This is an optimization exercise on Yosys and OpenROAD, whose aim is small area, a short achievable clock period and few clock cycles, not a production implementation. In this exercise RTL edits were held to simulation tests only and were not proved equivalent to the original.

==> inputs of build 75 <==
## sphere_decoder
module sphere_decoder #(
    parameter WI = 10
)(
    input Clk,
    input Reset,
    input in_valid,
    input flagChannelorData,
    input [ (4*2*WI)-1 : 0] InData,
    output [11 : 0] OutData,
    output out_valid
);
clock: 10.0 ns
lec_check: 0
cap_margin: 20
core_margin: 2
core_utilization: 30
place_density: 0.45
setup_slack_margin: 5
slew_margin: 20
run.sh (not shown) runs the stock make flow with config.mk's settings and CLKGATE_MAP_FILE= SYNTH_SCRIPT=/design/flow/synth_recipe.tcl, a recipe that flattens the netlist after the stock synthesis.
==> inputs of build 54, as changes to build 75 <==
--- a/flow/design.v
+++ b/flow/design.v
@@ -23,29 +23,19 @@
             t = s2 + c2;
             h10 = t[15:6];
         end
     endfunction
     function le10;
         input [9:0] a, b;
-        reg [9:0] g, l;
-        reg [4:0] g1, l1;
-        reg [2:0] g2, l2;
-        reg gg;
+        reg gt;
         integer q;
         begin
-            g = a & ~b;
-            l = ~a & b;
-            for (q = 0; q < 5; q = q + 1) begin
-                g1[q] = g[2*q+1] | (~l[2*q+1] & g[2*q]);
-                l1[q] = l[2*q+1] | (~g[2*q+1] & l[2*q]);
-            end
-            g2[0] = g1[1] | (~l1[1] & g1[0]);  l2[0] = l1[1] | (~g1[1] & l1[0]);
-            g2[1] = g1[3] | (~l1[3] & g1[2]);  l2[1] = l1[3] | (~g1[3] & l1[2]);
-            g2[2] = g1[4];                     l2[2] = l1[4];
-            gg = g2[1] | (~l2[1] & g2[0]);
-            le10 = ~(g2[2] | (~l2[2] & gg));
+            gt = 1'b0;
+            for (q = 0; q < 10; q = q + 1)
+                gt = (a[q] & ~b[q]) | ((a[q] | ~b[q]) & gt);
+            le10 = ~gt;
         end
     endfunction
     reg [1:0]  bc;           
     reg        fresh;        
     reg        run;          
     reg [5:0]  cnt;          
@@ -75,13 +65,12 @@
     reg       a_srt0, a_l0;  
     reg [7:0] pf_sel;        
     reg       d_first, d_hold, d_last;
     reg [9:0] h_sel;         
     reg [3:0] h_slot;        
     reg       h_dsel;        
-    reg       h_clr;         
     wire [5:0] nn = run ? cnt + 6'd1 : (fresh ? 6'd61 : 6'd0);
     wire       nrun = start | (run & (cnt != 6'd34));
     always @(posedge Clk or posedge Reset) begin
         if (Reset) begin
             bc <= 2'd0;
             fresh <= 1'b0;
@@ -96,13 +85,12 @@
             d_first <= 1'b0;
             d_hold <= 1'b1;
             d_last <= 1'b0;
             h_sel <= 10'd0;
             h_slot <= 4'd0;
             h_dsel <= 1'b0;
-            h_clr <= 1'b0;
         end else begin
             if (in_valid & flagChannelorData & (bc != 2'd3)) begin
                 bc <= bc + 2'd1;
                 if (bc == 2'd2)
                     fresh <= 1'b1;
             end
@@ -129,13 +117,13 @@
             a_srt0 <= nrun & (nn == 6'd2);
             a_l0 <= nrun & ((nn == 6'd13) || (nn == 6'd24));
             pf_sel[0] <= nrun & (nn == 6'd2);
             pf_sel[1] <= nrun & ((nn == 6'd13) || (nn == 6'd24));
             pf_sel[2] <= nrun & ((nn == 6'd3) || (nn == 6'd14) || (nn == 6'd25));
             pf_sel[3] <= nrun & ((nn == 6'd4) || (nn == 6'd15) || (nn == 6'd26));
-            pf_sel[4] <= nrun & ((nn == 6'd5) || (nn == 6'd16) || (nn == 6'd27));  
+            pf_sel[4] <= nrun & ((nn == 6'd5) || (nn == 6'd16) || (nn == 6'd27));
             pf_sel[5] <= nrun & ((nn == 6'd6) || (nn == 6'd17) || (nn == 6'd28));
             pf_sel[6] <= nrun & ((nn == 6'd7) || (nn == 6'd18) || (nn == 6'd29));
             pf_sel[7] <= nrun & ((nn == 6'd8) || (nn == 6'd19) || (nn == 6'd30));
             d_first <= nrun & ((nn == 6'd2) || (nn == 6'd5) || (nn == 6'd16) || (nn == 6'd27));
             d_last  <= nrun & ((nn == 6'd2) || (nn == 6'd12) || (nn == 6'd23));
             d_hold  <= ~(nrun & ((nn == 6'd2) || (nn >= 6'd5 && nn <= 6'd12) ||
@@ -151,15 +139,14 @@
             h_sel[8] <= nrun & ((nn == 6'd61) || (nn == 6'd31));  
             h_sel[9] <= nrun & ((nn == 6'd62) || (nn == 6'd32));  
             h_dsel <= nrun & ((nn == 6'd22) || (nn == 6'd11) || (nn == 6'd0) ||
                               (nn == 6'd62) || (nn == 6'd32));
             h_slot[0] <= |{h_sel[0], h_sel[4], h_sel[7], h_sel[9]};
             h_slot[1] <= |{h_sel[1], h_sel[5], h_sel[8]};
-            h_slot[2] <= |{h_sel[2], h_sel[6], h_clr};
-            h_slot[3] <= h_sel[3] | h_clr;
-            h_clr <= nrun & ((nn == 6'd63) || (nn == 6'd33));
+            h_slot[2] <= |{h_sel[2], h_sel[6]};
+            h_slot[3] <= h_sel[3];
         end
     end
     assign out_valid = ov_r;
     reg [19:0] hin;
     always @(*) begin
         hin = 20'd0;
@@ -191,82 +178,80 @@
         r2 = ({20{lay[2]}} & ch[6]) | ({20{lay[3]}} & ch[2]);
         r3 = ({20{lay[3]}} & ch[3]);
         zl = ({20{lay[0]}} & zr[3]) | ({20{lay[1]}} & zr[2]) |
              ({20{lay[2]}} & zr[1]) | ({20{lay[3]}} & zr[0]);
     end
     reg [21:0] L [0:7];
-    reg [18:0] S [0:2];
+    reg [18:0] S [0:3];
     reg [12:0] srt [0:7];
     reg [8:0]  path_d;
     reg [18:0] pf_in, parf;
     always @(*) begin
         pf_in = ({19{pf_sel[0]}} & {srt[1][12:3], 6'd0, srt[1][2:0]}) |
                 ({19{pf_sel[1]}} & {L[1][21:12], L[1][8:0]}) |
                 ({19{pf_sel[2]}} & {L[2][21:12], L[2][8:0]}) |
-                ({19{pf_sel[3]}} & {L[3][21:12], L[3][8:0]}) |
-                ({19{pf_sel[4]}} & {L[4][21:12], L[4][8:0]});
-        for (i = 0; i < 3; i = i + 1)
-            pf_in = pf_in | ({19{pf_sel[5+i]}} & S[i]);
+                ({19{pf_sel[3]}} & {L[3][21:12], L[3][8:0]});
+        for (i = 0; i < 4; i = i + 1)
+            pf_in = pf_in | ({19{pf_sel[4+i]}} & S[i]);
     end
     always @(posedge Clk)
         parf <= pf_in;
     reg [18:0] par;
     always @(*) begin
         if (a_srt0)
             par = {srt[0][12:3], 6'd0, srt[0][2:0]};
         else if (a_l0)
             par = {L[0][21:12], L[0][8:0]};
         else
             par = parf;
     end
+    wire [2:0] act = {lay[3], lay[3] | lay[2], lay[3] | lay[2] | lay[1]};
     reg [9:0] tre [1:3];
     reg [9:0] tim [1:3];
     reg [3:1] nre, nim;
     reg [2:0] s;
     reg [19:0] rs;
-    reg [1:0] cl;
-    reg [9:0] xr, xi;
+    reg c0, c1, c2, c3;
     always @(*) begin
         for (k = 1; k <= 3; k = k + 1) begin
             s = par[3*k-1 -: 3];
             rs = (k == 1) ? r1 : (k == 2) ? r2 : r3;
-            cl = {s[2] ^ s[1], s[0]};
-            case (cl)
-                2'd0: begin xr = ru[k];      xi = rv[k];      end
-                2'd1: begin xr = rs[19:10];  xi = rs[9:0];    end
-                2'd2: begin xr = rs[9:0];    xi = rs[19:10];  end
-                default: begin xr = rv[k];   xi = ru[k];      end
-            endcase
-            nre[k] = s[2];
-            nim[k] = s[1];
-            tre[k] = xr ^ {10{nre[k]}};
-            tim[k] = xi ^ {10{nim[k]}};
+            c0 = act[k-1] & ((s == 3'd0) | (s == 3'd6));
+            c1 = act[k-1] & ((s == 3'd1) | (s == 3'd7));
+            c2 = act[k-1] & ((s == 3'd2) | (s == 3'd4));
+            c3 = act[k-1] & ((s == 3'd3) | (s == 3'd5));
+            nre[k] = act[k-1] & s[2];
+            nim[k] = act[k-1] & s[1];
+            tre[k] = (({10{c0}} & ru[k]) | ({10{c1}} & rs[19:10]) |
+                      ({10{c2}} & rs[9:0]) | ({10{c3}} & rv[k])) ^ {10{nre[k]}};
+            tim[k] = (({10{c0}} & rv[k]) | ({10{c1}} & rs[9:0]) |
+                      ({10{c2}} & rs[19:10]) | ({10{c3}} & ru[k])) ^ {10{nim[k]}};
         end
     end
     function [9:0] add4;
         input [9:0] z, t1, t2, t3;
         input n1, n2, n3;
         reg [9:0] s1, cy1, s2, cy2;
-        reg [10:0] t;
         begin
             s1 = z ^ t1 ^ t2;
             cy1 = {((z & t1) | (z & t2) | (t1 & t2)), 1'b0} | {9'd0, n1};
             s2 = s1 ^ cy1 ^ t3;
             cy2 = {((s1 & cy1) | (s1 & t3) | (cy1 & t3)), 1'b0} | {9'd0, n2};
-            t = {s2, 1'b1} + {cy2, n3};
-            add4 = t[10:1];
+            add4 = s2 + cy2 + n3;
         end
     endfunction
     wire [9:0] ba_re = add4(zl[19:10], tre[1], tre[2], tre[3], nre[1], nre[2], nre[3]);
     wire [9:0] ba_im = add4(zl[9:0], tim[1], tim[2], tim[3], nim[1], nim[2], nim[3]);
     reg [19:0] b_r;
     reg [9:0]  p_r;
     reg [8:0]  path_b;
     always @(posedge Clk) begin
-        b_r <= ({20{~run}} & InData[79:60]) | ({20{hold_b}} & zr[3]) |
-               ({20{run & ~hold_b}} & {ba_re, ba_im});
+        if (!run)
+            b_r <= InData[79:60];
+        else if (!hold_b)
+            b_r <= {ba_re, ba_im};
         if (!run || hold_b)
             p_r <= 10'd0;
         else
             p_r <= par[18:9];
         path_b <= par[8:0];
     end
@@ -282,35 +267,32 @@
     assign er[5] = bre - dv;  assign ei[5] = bim + du;
     assign er[6] = bre - du;  assign ei[6] = bim - dv;
     assign er[7] = bre - da;  assign ei[7] = bim - db;
     function [9:0] ped3;
         input [9:0] p, x, y;
         reg [9:0] xa, ya, s1, cy;
-        reg [10:0] t;
         begin
             xa = x ^ {10{x[9]}};
             ya = y ^ {10{y[9]}};
             s1 = p ^ xa ^ ya;
             cy = {((p & xa) | (p & ya) | (xa & ya)), 1'b0} | {9'd0, x[9]};
-            t = {s1, 1'b1} + {cy, y[9]};
-            ped3 = t[10:1];
+            ped3 = s1 + cy + y[9];
         end
     endfunction
     reg [9:0] ped [0:7];
     reg [8:0] path_c;
     always @(posedge Clk) begin
         for (k = 0; k < 8; k = k + 1)
             ped[k] <= ped3(p_r, er[k], ei[k]);
         path_c <= path_b;
     end
     reg [27:0] cw;           
     reg [6:0] bits [0:7];
-    reg [6:0] t;
-    reg [7:0] oh [0:7];
-    reg tx;
+    reg [2:0] rank [0:7];
     reg [12:0] so [0:7];
+    reg fs1, fc1, fs2, fc2, fs3, fc3;
     integer q;
     always @(*) begin
         q = 0;
         for (k = 0; k < 8; k = k + 1)
             bits[k] = 7'd0;
         for (j = 0; j < 8; j = j + 1)
@@ -318,28 +300,24 @@
                 cw[q] = le10(ped[j], ped[k]);
                 bits[k][j] = cw[q];
                 bits[j][k-1] = ~cw[q];
                 q = q + 1;
             end
         for (k = 0; k < 8; k = k + 1) begin
-            t = bits[k];
-            tx = t[0] & t[6]; t[6] = t[0] | t[6]; t[0] = tx; tx = t[2] & t[3]; t[3] = t[2] | t[3]; t[2] = tx; tx = t[4] & t[5]; t[5] = t[4] | t[5]; t[4] = tx;
-            tx = t[0] & t[2]; t[2] = t[0] | t[2]; t[0] = tx; tx = t[1] & t[4]; t[4] = t[1] | t[4]; t[1] = tx; tx = t[3] & t[6]; t[6] = t[3] | t[6]; t[3] = tx;
-            tx = t[0] & t[1]; t[1] = t[0] | t[1]; t[0] = tx; tx = t[2] & t[5]; t[5] = t[2] | t[5]; t[2] = tx; tx = t[3] & t[4]; t[4] = t[3] | t[4]; t[3] = tx;
-            tx = t[1] & t[2]; t[2] = t[1] | t[2]; t[1] = tx; tx = t[4] & t[6]; t[6] = t[4] | t[6]; t[4] = tx;
-            tx = t[2] & t[3]; t[3] = t[2] | t[3]; t[2] = tx; tx = t[4] & t[5]; t[5] = t[4] | t[5]; t[4] = tx;
-            tx = t[1] & t[2]; t[2] = t[1] | t[2]; t[1] = tx; tx = t[3] & t[4]; t[4] = t[3] | t[4]; t[3] = tx; tx = t[5] & t[6]; t[6] = t[5] | t[6]; t[5] = tx;
-            oh[k][0] = ~t[6];
-            for (i = 1; i < 7; i = i + 1)
-                oh[k][i] = t[7-i] & ~t[6-i];
-            oh[k][7] = t[0];
+            fs1 = bits[k][0] ^ bits[k][1] ^ bits[k][2];
+            fc1 = (bits[k][0] & bits[k][1]) | (bits[k][0] & bits[k][2]) | (bits[k][1] & bits[k][2]);
+            fs2 = bits[k][3] ^ bits[k][4] ^ bits[k][5];
+            fc2 = (bits[k][3] & bits[k][4]) | (bits[k][3] & bits[k][5]) | (bits[k][4] & bits[k][5]);
+            fs3 = fs1 ^ fs2 ^ bits[k][6];
+            fc3 = (fs1 & fs2) | (fs1 & bits[k][6]) | (fs2 & bits[k][6]);
+            rank[k] = {(fc1 & fc2) | (fc1 & fc3) | (fc2 & fc3), fc1 ^ fc2 ^ fc3, fs3};
         end
         for (i = 0; i < 8; i = i + 1) begin
             so[i] = 13'd0;
             for (k = 0; k < 8; k = k + 1)
-                so[i] = so[i] | ({13{oh[k][i]}} & {ped[k], k[2:0]});
+                so[i] = so[i] | ({13{rank[k] == i}} & {ped[k], k[2:0]});
         end
     end
     always @(posedge Clk) begin
         for (i = 0; i < 8; i = i + 1)
             srt[i] <= so[i];
         path_d <= path_c;
@@ -374,11 +352,11 @@
         end
     end
     always @(posedge Clk) begin
         for (i = 0; i < 8; i = i + 1)
             L[i] <= mo[i];
         if (d_last)
-            for (i = 0; i < 3; i = i + 1)
-                S[i] <= {mo[i+5][21:12], mo[i+5][8:0]};
+            for (i = 0; i < 4; i = i + 1)
+                S[i] <= {mo[i+4][21:12], mo[i+4][8:0]};
     end
     assign OutData = {L[0][2:0], L[0][5:3], L[0][8:6], L[0][11:9]};
 endmodule
==> flow/config.mk (replaced) <==
export PLATFORM = sky130hd
export DESIGN_NAME = sphere_decoder
export DESIGN_NICKNAME = sphere_decoder
export VERILOG_FILES = /design/flow/design.v
export SDC_FILE = /design/flow/constraint.sdc
export NUM_CORES = 4
export LEC_CHECK = 0
export CAP_MARGIN = 20
export CORE_MARGIN = 2
export CORE_UTILIZATION = 40
export SETUP_SLACK_MARGIN = 5
export SLEW_MARGIN = 20
==> inputs of build 15, as changes to build 75 <==
--- a/flow/design.v
+++ b/flow/design.v
@@ -190,13 +190,20 @@
         r1 = ({20{lay[1]}} & ch[8]) | ({20{lay[2]}} & ch[5]) | ({20{lay[3]}} & ch[1]);
         r2 = ({20{lay[2]}} & ch[6]) | ({20{lay[3]}} & ch[2]);
         r3 = ({20{lay[3]}} & ch[3]);
         zl = ({20{lay[0]}} & zr[3]) | ({20{lay[1]}} & zr[2]) |
              ({20{lay[2]}} & zr[1]) | ({20{lay[3]}} & zr[0]);
     end
+    reg [21:0] L0;
+    reg [18:0] Lr [1:7];
     reg [21:0] L [0:7];
+    always @(*) begin
+        L[0] = L0;
+        for (i = 1; i < 8; i = i + 1)
+            L[i] = {Lr[i][18:9], 3'd0, Lr[i][8:0]};
+    end
     reg [18:0] S [0:2];
     reg [12:0] srt [0:7];
     reg [8:0]  path_d;
     reg [18:0] pf_in, parf;
     always @(*) begin
         pf_in = ({19{pf_sel[0]}} & {srt[1][12:3], 6'd0, srt[1][2:0]}) |
@@ -371,14 +378,15 @@
                 nb = {srt[k][12:3], path_d, srt[k][2:0]};
                 mo[i] = mo[i] | ({22{selB}} & nb);
             end
         end
     end
     always @(posedge Clk) begin
-        for (i = 0; i < 8; i = i + 1)
-            L[i] <= mo[i];
+        L0 <= mo[0];
+        for (i = 1; i < 8; i = i + 1)
+            Lr[i] <= {mo[i][21:12], mo[i][8:0]};
         if (d_last)
             for (i = 0; i < 3; i = i + 1)
                 S[i] <= {mo[i+5][21:12], mo[i+5][8:0]};
     end
     assign OutData = {L[0][2:0], L[0][5:3], L[0][8:6], L[0][11:9]};
 endmodule
==> flow/config.mk (replaced) <==
export PLATFORM = sky130hd
export DESIGN_NAME = sphere_decoder
export DESIGN_NICKNAME = sphere_decoder
export VERILOG_FILES = /design/flow/design.v
export SDC_FILE = /design/flow/constraint.sdc
export NUM_CORES = 4
export LEC_CHECK = 0
export CAP_MARGIN = 20
export CORE_MARGIN = 2
export CORE_UTILIZATION = 25
export SETUP_SLACK_MARGIN = 5
export SLEW_MARGIN = 20
==> notes.md <==
Non-clock buffer count, lowest first: build 15, build 75, build 54.
First-iteration DRC count: build 15 > build 54 > build 75.
Clock-buffer cell count: build 15 < build 75 < build 54.
In build 15 the die area is larger than in build 54, by 69%.
The lowest wire length belongs to build 54, the highest to build 75.
Synthesized cell count: build 54 is lower than build 75 (12%).
In flip-flop and latch count, build 15 and build 75 do not differ.
Sequential share of layout area is about the same in build 15 and build 75.
Build 15 ran to the end with no violations. Build 54 went through all stages and came out clean. Build 75 finished with capacitance limit, slew limit left.
Of build 54 and build 75, build 75 has the higher synthesized area (gap 5.5%, measured against build 75).
==> figures <==
Outcome: build 15 no timing/DRC/antenna violations; build 75 complete, but fails checks; build 54 no timing/DRC/antenna violations
Violated checks: build 15 -; build 75 capacitance limit, slew limit; build 54 -
Slew Limit Fails: build 15 0; build 75 1; build 54 0
GR met3 Demand/Resource: build 15 0.0807; build 75 0.0714; build 54 0.131
Crit path depth: build 15 10; build 75 8; build 54 24
Nonclk buf count: build 15 512; build 75 533; build 54 880
Post-layout instance count excluding filler cells: build 15 11,503; build 75 10,867; build 54 9,516
Fraction of layout cells with a size suffix above 1: build 15 0.125; build 75 0.125; build 54 0.237
Simple-gate area share of the yosys netlist: build 15 0.140; build 75 0.144; build 54 0.109
Reg-to-Reg Start: build 15 -; build 75 d_first; build 54 ped[1][0]
Fraction of synthesized cell area in xor and xnor cells: build 15 0.0562; build 75 0.0561; build 54 0.0626
Well-tap cell count: build 15 3,705; build 75 3,026; build 54 2,175
Initial standard-cell utilization of the core: build 15 0.251; build 75 0.301; build 54 0.402
Count of placed standard cells including taps: build 15 11,121; build 75 10,478; build 54 8,736
Post-synthesis cell count: build 15 7,716; build 75 7,744; build 54 6,799
FF+latch count, synth: build 15 911; build 75 911; build 54 929
Post-cts gate resize count: build 15 144; build 75 162; build 54 433
Grt met1 use: build 15 0.309; build 75 0.373; build 54 0.459
M2 GR Usage: build 15 0.350; build 75 0.453; build 54 0.547
WP data arrival: build 15 5570 ps; build 75 5540 ps; build 54 6600 ps
Testbench counts of build 75, summed over its fixed seeds: cycles 13,872.
Testbench counts of build 54, summed over its fixed seeds: cycles 13,872.
Testbench counts of build 15, summed over its fixed seeds: cycles 13,872.

[port drivers added, routing unchanged]
How much do the figures lean on ideal ports? The routed layouts below were timed once more, with nothing changed but the port constraints. Step 1 sets driving cells, clkbuf_16 on the clock port and buf_2 on the other inputs (assumed; they add their load-dependent delay and slew). Step 2 times the ports against the registers' clock, not the clock port: input delays grow and output delays shrink by t, the midpoint of the rising clock arrivals with the driver on. Slacks: ideal / step 1 / step 2; pairs: ideal / step 1.
run	t, ns	setup WS [ns]	latest minus earliest clock arrival (ns)
build 75	0.855	4.963 / 4.963 / 4.963	0.093 / 0.093
build 54	0.842	4.096 / 4.096 / 4.096	0.096 / 0.096
build 15	0.819	4.903 / 4.903 / 4.903	0.112 / 0.112
